This is an optimization exercise on Yosys and OpenROAD, whose aim is small area, not a production implementation.
Only simulation tests tie the RTL to the original design; equivalence was not proved.
Power figures rest on the tool's default switching activity, not on a simulated workload.

==> inputs of run Y <==
==> flow/design.v (excerpt) <==
module Processor(CLK, RESET_b, WAIT_b, WR_b, RD_b, MREQ_b, IORQ_b, NMI_b, INT_b,
                 Data_OUT, Data_IN, Addr,
                 WAIT_F_b, Flush_b, FHRQ_b, Data_Fetch, Addr_Fetch);
input CLK, RESET_b, WAIT_b;
output WR_b, RD_b, MREQ_b, IORQ_b;
input NMI_b, INT_b;
output [7:0] Data_OUT;
input  [7:0] Data_IN;
output [15:0] Addr;
input WAIT_F_b;
output Flush_b, FHRQ_b;
input [7:0] Data_Fetch;
output [15:0] Addr_Fetch;
wire [38:0] Iword;     
wire pipestall;        
wire [15:0] targetPC;  
wire intern_INT, intern_NMI;  
wire flush;           
assign Flush_b = ~flush;  
wire IORQ, MREQ, RD, WR;  
assign IORQ_b = ~IORQ;
assign MREQ_b = ~MREQ;
assign RD_b   = ~RD;
assign WR_b   = ~WR;
wire I_MREQ;   
assign FHRQ_b = ~I_MREQ;
risc_core       CORE
                (.CLK(CLK), .RST(~RESET_b), .extern_INT(~INT_b), .extern_NMI(~NMI_b), .Iword(Iword),  
                 .pipe_stall(pipestall), .targetPC(targetPC), .intern_INT(intern_INT), .intern_NMI(intern_NMI), .flush0(flush),   
                 .D_addr(Addr), .D_data_in(Data_IN), .D_data_out(Data_OUT), .IORQ(IORQ), .MREQ(MREQ), .RD(RD), .WR(WR), .D_wait(~WAIT_b));  
translator_part TRANSLATOR
                (.CLK(CLK), .RST(~RESET_b), .I_MREQ(I_MREQ), .I_wait(~WAIT_F_b), .I_addr(Addr_Fetch), .I_data(Data_Fetch),      
                 .flush(flush), .targetPC(targetPC), .intern_NMI(intern_NMI), .intern_INT(intern_INT), .pipe_stall(pipestall),    
                 .OUT_uop(Iword));   
endmodule
clock: 20.0 ns
lec_check: 0
abc_area: 1
cap_margin: 35
core_margin: 2
core_utilization: 40
cts_buf_list: sky130_fd_sc_hd__clkbuf_16
cts_cluster_diameter: 90
cts_cluster_size: 18
gpl_timing_driven: 0
slew_margin: 35
run.sh (not shown) runs the stock make flow with config.mk's settings and CLKGATE_MAP_FILE= SYNTH_SCRIPT=/design/flow/synth_recipe.tcl, a recipe that flattens the netlist after the stock synthesis.
==> run H: changes against run Y <==
==> flow/flow/run.sh (new file) <==
#!/bin/bash
# The standard layout, with clock-tree synthesis told to build fewer,
# larger leaf clusters and not to add dummy balancing loads.
set -euo pipefail
export CTS_ARGS="-sink_clustering_enable -repair_clock_nets -dont_use_dummy_load -buf_list sky130_fd_sc_hd__clkbuf_16 -sink_clustering_size 18 -sink_clustering_max_diameter 90"
bash standard.sh > standard.log 2>&1
==> flow/standard.sh (new file) <==
#!/bin/bash
# synth_recipe.tcl (not shown) runs the flow's synth.tcl, then flattens the netlist and writes it again
# the make line also repeats each setting of config.mk as NAME=value (left out here)
make -C /OpenROAD-flow-scripts/flow DESIGN_CONFIG=/design/flow/config.mk WORK_HOME=/design/flow/orfs CLKGATE_MAP_FILE= SYNTH_SCRIPT=/design/flow/synth_recipe.tcl "${@:-finish}"
- CTS_BUF_LIST: sky130_fd_sc_hd__clkbuf_16 -> not set
- CTS_CLUSTER_DIAMETER: 90 -> not set
- CTS_CLUSTER_SIZE: 18 -> not set
removed: flow/run.sh
==> comparison table <==
| metric | run Y | run H |
|---|---|---|
| Run status | no timing/DRC/antenna violations | no timing/DRC/antenna violations |
| Final setup margin | 5527 ps | 5498 ps |
| Via count of the first global-routing pass | 59,954 | 59,848 |
| Portion of total power attributed to combinational logic | 0.207 | 0.214 |
| Post-layout instance area | 60,450 um^2 | 60,090 um^2 |
| Rel. slew slack | 0.2455 | 0.2716 |
| Antenna violations before repair | 21 | 19 |
| Post-layout min period | 14,470 ps | 14,500 ps |
| Final wirelength | 304.0 mm | 304.1 mm |
| Global Route Usage Sum | 0.4139 | 0.4139 |
| Met2 track utilization from global routing | 0.6106 | 0.6090 |
| Net switching power figure | 1.156 mW | 1.090 mW |
| Power per unit of standard cell area | 55.98 nW/um^2 | 54.40 nW/um^2 |
| Non-filler cells in the finished layout | 10,251 | 10,209 |
| Period utilisation layout | 0.7237 | 0.7251 |
| Filler cell count | 14,709 | 14,740 |
| Hold worst-path end | CORE.ex1.esl1.seqNPC_out[13]$_DFFE_PN_ | TRANSLATOR.FETCHER.warming_up[0]$_SDFFE_PN0P_ |
| Met3 Resource Use GR | 0.1037 | 0.1033 |
| Layout clock buffer count | 54 | 52 |
| Number of nets in the layout | 8,613 | 8,612 |
| Clock power share | 0.324 | 0.300 |
| Drt initial violations | 10,759 | 10,313 |
| Area Overhead vs Synth | 9.496% | 8.850% |
| Insertion delay of the later-clocked pin in the worst-skew pair | 710 ps | 690 ps |
| Cell internal pwr | 2.227 mW | 2.179 mW |
| Sum of routed wire segments on met1 | 123.1 mm | 122.9 mm |
| Routed wl met3 | 36.57 mm | 36.89 mm |


==> v17: inputs <==
Another version of the RTL of Processor (not shown whole).
==> module z80_Q, before the edit <==
module z80_Q (CLK, RST, flush, I_wait, I_byte, xlator_stall, I_word, I_word_rdy, num_bytes) ;
input CLK ;
input RST ;
input flush ;
input I_wait ;
input [7:0] I_byte ;
input xlator_stall ;
input I_word_rdy ;
output [31:0] I_word ;
output [2:0] num_bytes;
reg [2:0] curr_state, next_state;
reg [31:0] I_word;
reg [2:0] num_bytes;
reg [2:0] num_bytes_q;   
always@(posedge CLK)
begin
  if(RST == 1'b1)
    num_bytes_q <= 3'b000;
  else
    num_bytes_q <= num_bytes;
end
parameter init_s = 3'b000, byte1_s = 3'b001, byte2_s = 3'b010, byte3_s = 3'b011, byte4_s = 3'b100,
	  stall_s = 3'b101;
always@(posedge CLK)
begin
  if((RST == 1'b1) || (flush == 1'b1))
  begin
    curr_state <= init_s;
    I_word <= 32'H0;	 
  end	 
  else
  begin
    I_word <= I_word;    
    if(I_wait == 1'b0)
    begin
      case(next_state)	 
        init_s: begin	 
          end
        byte1_s: 		 
          I_word[31:24] <= I_byte;
        byte2_s:
    	  I_word[23:16] <= I_byte;
        byte3_s:
       	  I_word[15:8]  <= I_byte;
        byte4_s:
    	  I_word[7:0]   <= I_byte;
        stall_s: begin	 
    	         end
        default: begin	 
    	         end
      endcase
    end
    curr_state <= next_state;
  end
end
always @(*)  
begin
  case(curr_state)
    init_s:
      begin
        num_bytes <= 3'b000; 
        if(I_wait == 1'b0)	 
          next_state <= byte1_s;
        else
          next_state <= init_s;
      end
    byte1_s:
      begin
        num_bytes <= 3'b001;
        if(I_word_rdy == 1'b1)	 
        begin
          if(xlator_stall == 1'b1)
            next_state <= stall_s;
          else
          begin
            if(I_wait == 1'b0)
              next_state <= byte1_s;
            else
              next_state <= init_s;
          end
        end
        else
        begin
          if(I_wait == 1'b0)
            next_state <= byte2_s;
          else
            next_state <= byte1_s;
        end
      end
    byte2_s:
      begin
        num_bytes <= 3'b010;
        if(I_word_rdy == 1'b1)
        begin
          if(xlator_stall == 1'b1)
            next_state <= stall_s;
          else
          begin
            if(I_wait == 1'b0)
              next_state <= byte1_s;
            else
              next_state <= init_s;
          end
        end
        else
        begin
          if(I_wait == 1'b0)
            next_state <= byte3_s;
          else
            next_state <= byte2_s;
        end
      end
    byte3_s:
      begin
        num_bytes <= 3'b011;      
        if(I_word_rdy == 1'b1)
        begin
          if(xlator_stall == 1'b1)
            next_state <= stall_s;
          else
          begin
            if(I_wait == 1'b0)
              next_state <= byte1_s;
            else
              next_state <= init_s;
          end
        end
        else
        begin
          if(I_wait == 1'b0)
            next_state <= byte4_s;
          else
            next_state <= byte3_s;
        end
      end
    byte4_s:
      begin
        num_bytes <= 3'b100;      
        if(I_word_rdy == 1'b1)
        begin
          if(xlator_stall == 1'b1)
            next_state <= stall_s;
          else
          begin
            if(I_wait == 1'b0)
              next_state <= byte1_s;
            else
              next_state <= init_s;
          end
        end
        else
        begin	 
          if(I_wait == 1'b0)
            next_state <= byte1_s;
          else
            next_state <= init_s;
        end
      end
    stall_s:
      begin
        num_bytes <= num_bytes_q;   
        if(xlator_stall == 1'b1)
          next_state <= stall_s;
        else
        begin
          if(I_wait == 1'b0)
            next_state <= byte1_s;
          else
            next_state <= init_s;
        end
      end
    default:
      begin
        num_bytes <= 3'b000;
        next_state <= init_s;
      end
  endcase
end	 
endmodule 
Settings: LEC_CHECK=0, ABC_AREA=1, CAP_MARGIN=35, CORE_MARGIN=2, CORE_UTILIZATION=40, GPL_TIMING_DRIVEN=0, SLEW_MARGIN=35; clock period 20.0 ns.
standard.sh (not shown) runs the stock make flow with config.mk's settings and CLKGATE_MAP_FILE= SYNTH_SCRIPT=/design/flow/synth_recipe.tcl, a recipe that flattens the netlist after the stock synthesis.
==> flow/flow/run.sh <==
#!/bin/bash
# The standard layout (standard.sh) with two changes in how it is made:
# * logic mapping: ORFS's ABC area script is swapped for flow/abc_area.script,
#   which maps for area with ABC's area mapper (ten rounds of choice
#   computation and area mapping) instead of the delay-oriented mapper and
#   its buffering and upsizing; the clock period here leaves ample slack.
#   Everything else in synthesis (and the register names and cells) is as in
#   the standard synthesis: only the copy of the ORFS scripts that
#   SCRIPTS_DIR points to differs, in that one file.
# * clock-tree synthesis builds larger leaf clusters with clkbuf_16 and adds
#   no dummy balancing loads.
set -euo pipefail
rm -rf scripts_area
cp -r "$FLOW_HOME/scripts" scripts_area
cp flow/abc_area.script scripts_area/abc_area.script
export SCRIPTS_DIR="$PWD/scripts_area"
export CTS_ARGS="-sink_clustering_enable -repair_clock_nets -dont_use_dummy_load -buf_list sky130_fd_sc_hd__clkbuf_16 -sink_clustering_size 18 -sink_clustering_max_diameter 90"
bash standard.sh > standard.log 2>&1
==> flow/flow/abc_area.script <==
strash
dch -f
amap
strash
dch -f
amap
strash
dch -f
amap
strash
dch -f
amap
strash
dch -f
amap
strash
dch -f
amap
strash
dch -f
amap
strash
dch -f
amap
strash
dch -f
amap
strash
dch -f
amap
topo
==> v9 (differences from v17) <==
--- a/flow/design.v
+++ b/flow/design.v
@@ -2748,34 +2748,25 @@
 always@(posedge CLK)
 begin
   if((RST == 1'b1) || (flush == 1'b1))
-  begin
     curr_state <= init_s;
-    I_word <= 32'H0;	 
-  end	 
   else
-  begin
-    I_word <= I_word;    
-    if(I_wait == 1'b0)
-    begin
-      case(next_state)	 
-        init_s: begin	 
-          end
-        byte1_s: 		 
-          I_word[31:24] <= I_byte;
-        byte2_s:
-    	  I_word[23:16] <= I_byte;
-        byte3_s:
-       	  I_word[15:8]  <= I_byte;
-        byte4_s:
-    	  I_word[7:0]   <= I_byte;
-        stall_s: begin	 
-    	         end
-        default: begin	 
-    	         end
-      endcase
-    end
     curr_state <= next_state;
-  end
+end
+always@(posedge CLK)
+begin
+  if((RST == 1'b0) && (flush == 1'b0) && (I_wait == 1'b0))
+    case(next_state)	 
+      byte1_s: 		 
+        I_word[31:24] <= I_byte;
+      byte2_s:
+        I_word[23:16] <= I_byte;
+      byte3_s:
+        I_word[15:8]  <= I_byte;
+      byte4_s:
+        I_word[7:0]   <= I_byte;
+      default: begin	 
+               end
+    endcase
 end
 always @(*)  
 begin
CORE_UTILIZATION = 55   (was 40)
==> v25 (differences from v17) <==
==> flow/run.sh (new file) <==
#!/bin/bash
# synth_recipe.tcl (not shown) runs the flow's synth.tcl, then flattens the netlist and writes it again
# the make line also repeats each setting of config.mk as NAME=value (left out here)
make -C /OpenROAD-flow-scripts/flow DESIGN_CONFIG=/design/flow/config.mk WORK_HOME=/design/flow/orfs CLKGATE_MAP_FILE= SYNTH_SCRIPT=/design/flow/synth_recipe.tcl finish
CTS_BUF_LIST = sky130_fd_sc_hd__clkbuf_16   (was default)
CTS_CLUSTER_DIAMETER = 90   (was default)
CTS_CLUSTER_SIZE = 18   (was default)
removed: flow/flow/run.sh
removed: flow/flow/abc_area.script
removed: flow/standard.sh
==> run summary <==
Register cell area after layout: v25 17200 um2; v17 17200 um2; v9 17500 um2
Initial cell density of the core: v25 40.3%; v17 40.3%; v9 55.6%
Total buffers and inverters traversed by the critical path: v25 7; v17 8; v9 14
Met2 WL: v25 127 mm; v17 108 mm; v9 95.0 mm
Xor and xnor area share after synthesis: v25 1.99%; v17 0.0368%; v9 0%
Layout cells sized above 1: v25 5.12%; v17 5.19%; v9 4.45%
Post-synth EDFFs: v25 312; v17 312; v9 344
Post-Place Worst Slack: v25 6.95 ns; v17 4.07 ns; v9 4.63 ns
Flop pwr share: v25 35.0%; v17 42.7%; v9 44.7%
Clock Buffer Count: v25 50; v17 48; v9 49
Hold wc startpoint: v25 TRANSLATOR.FETCHER.warming_up[0]; v17 CORE.rf1.pc_up.archPC[15]; v9 TRANSLATOR.FETCHER.warming_up[0]
Overall fraction of global-route tracks in use: v25 42.7%; v17 40.2%; v9 51.5%
GR Util met1: v25 56.6%; v17 53.3%; v9 65.4%
Crit Path Category: v25 reg -> reg; v17 reg -> out; v9 reg -> reg
Data buffer area share: v25 3.63%; v17 4.17%; v9 3.61%
Nature of the critical path endpoint: v25 flop; v17 output port; v9 flop
Growth of design area from synthesis to finish: v25 9.38%; v17 13.2%; v9 11.0%
Area share of the largest cell type after synthesis: v25 17.4%; v17 19.7%; v9 21.7%
Seq. pwr: v25 1710 uW; v17 1680 uW; v9 1690 uW
Outcome: v25 no timing/DRC/antenna violations; v17 no timing/DRC/antenna violations; v9 no timing/DRC/antenna violations
Power in combinational cells: v25 2130 uW; v17 1320 uW; v9 1150 uW
Cell area after synthesis: v25 53800 um2; v17 47600 um2; v9 47500 um2
CP Data Required Time: v25 20.35 ns; v17 16.00 ns; v9 20.59 ns
Final wirelength: v25 305 mm; v17 255 mm; v9 239 mm
Clock-cell share of area: v25 2.63%; v17 2.23%; v9 2.32%

[re-timing with driven ports]
The flow's constraints put no driver on any port. The routed layouts listed below were extracted and timed again, unchanged, in two steps.
Step 1 sets driving cells, clkbuf_16 on the clock port and buf_2 on the other inputs (assumed; they add their load-dependent delay and slew).
Step 2 moves the port delays by t, midway between the first and last clock arrival at a register: inputs arrive t later, outputs are due t later. That takes back most of the time a late clock gives input paths.
a / b / c = ideal / step 1 / step 2; a / b = the first two.
| run | t (ns) | setup WS [ns] | slew at the worst register clock pin (ns) | cell pins on the clock port's net |
|---|---|---|---|---|
| run Y | 0.756 | 5.527 / 5.527 / 5.527 | 0.09 / 0.09 | 1 |
| run H | 0.728 | 5.498 / 5.498 / 5.498 | 0.09 / 0.09 | 1 |
| v17 | 0.714 | 3.143 / 3.071 / 3.785 | 0.09 / 0.09 | 1 |
| v9 | 0.703 | 3.110 / 3.110 / 3.110 | 0.09 / 0.09 | 1 |
| v25 | 0.751 | 6.131 / 6.131 / 6.131 | 0.09 / 0.09 | 1 |
After both steps setup and hold are still met in every run listed.
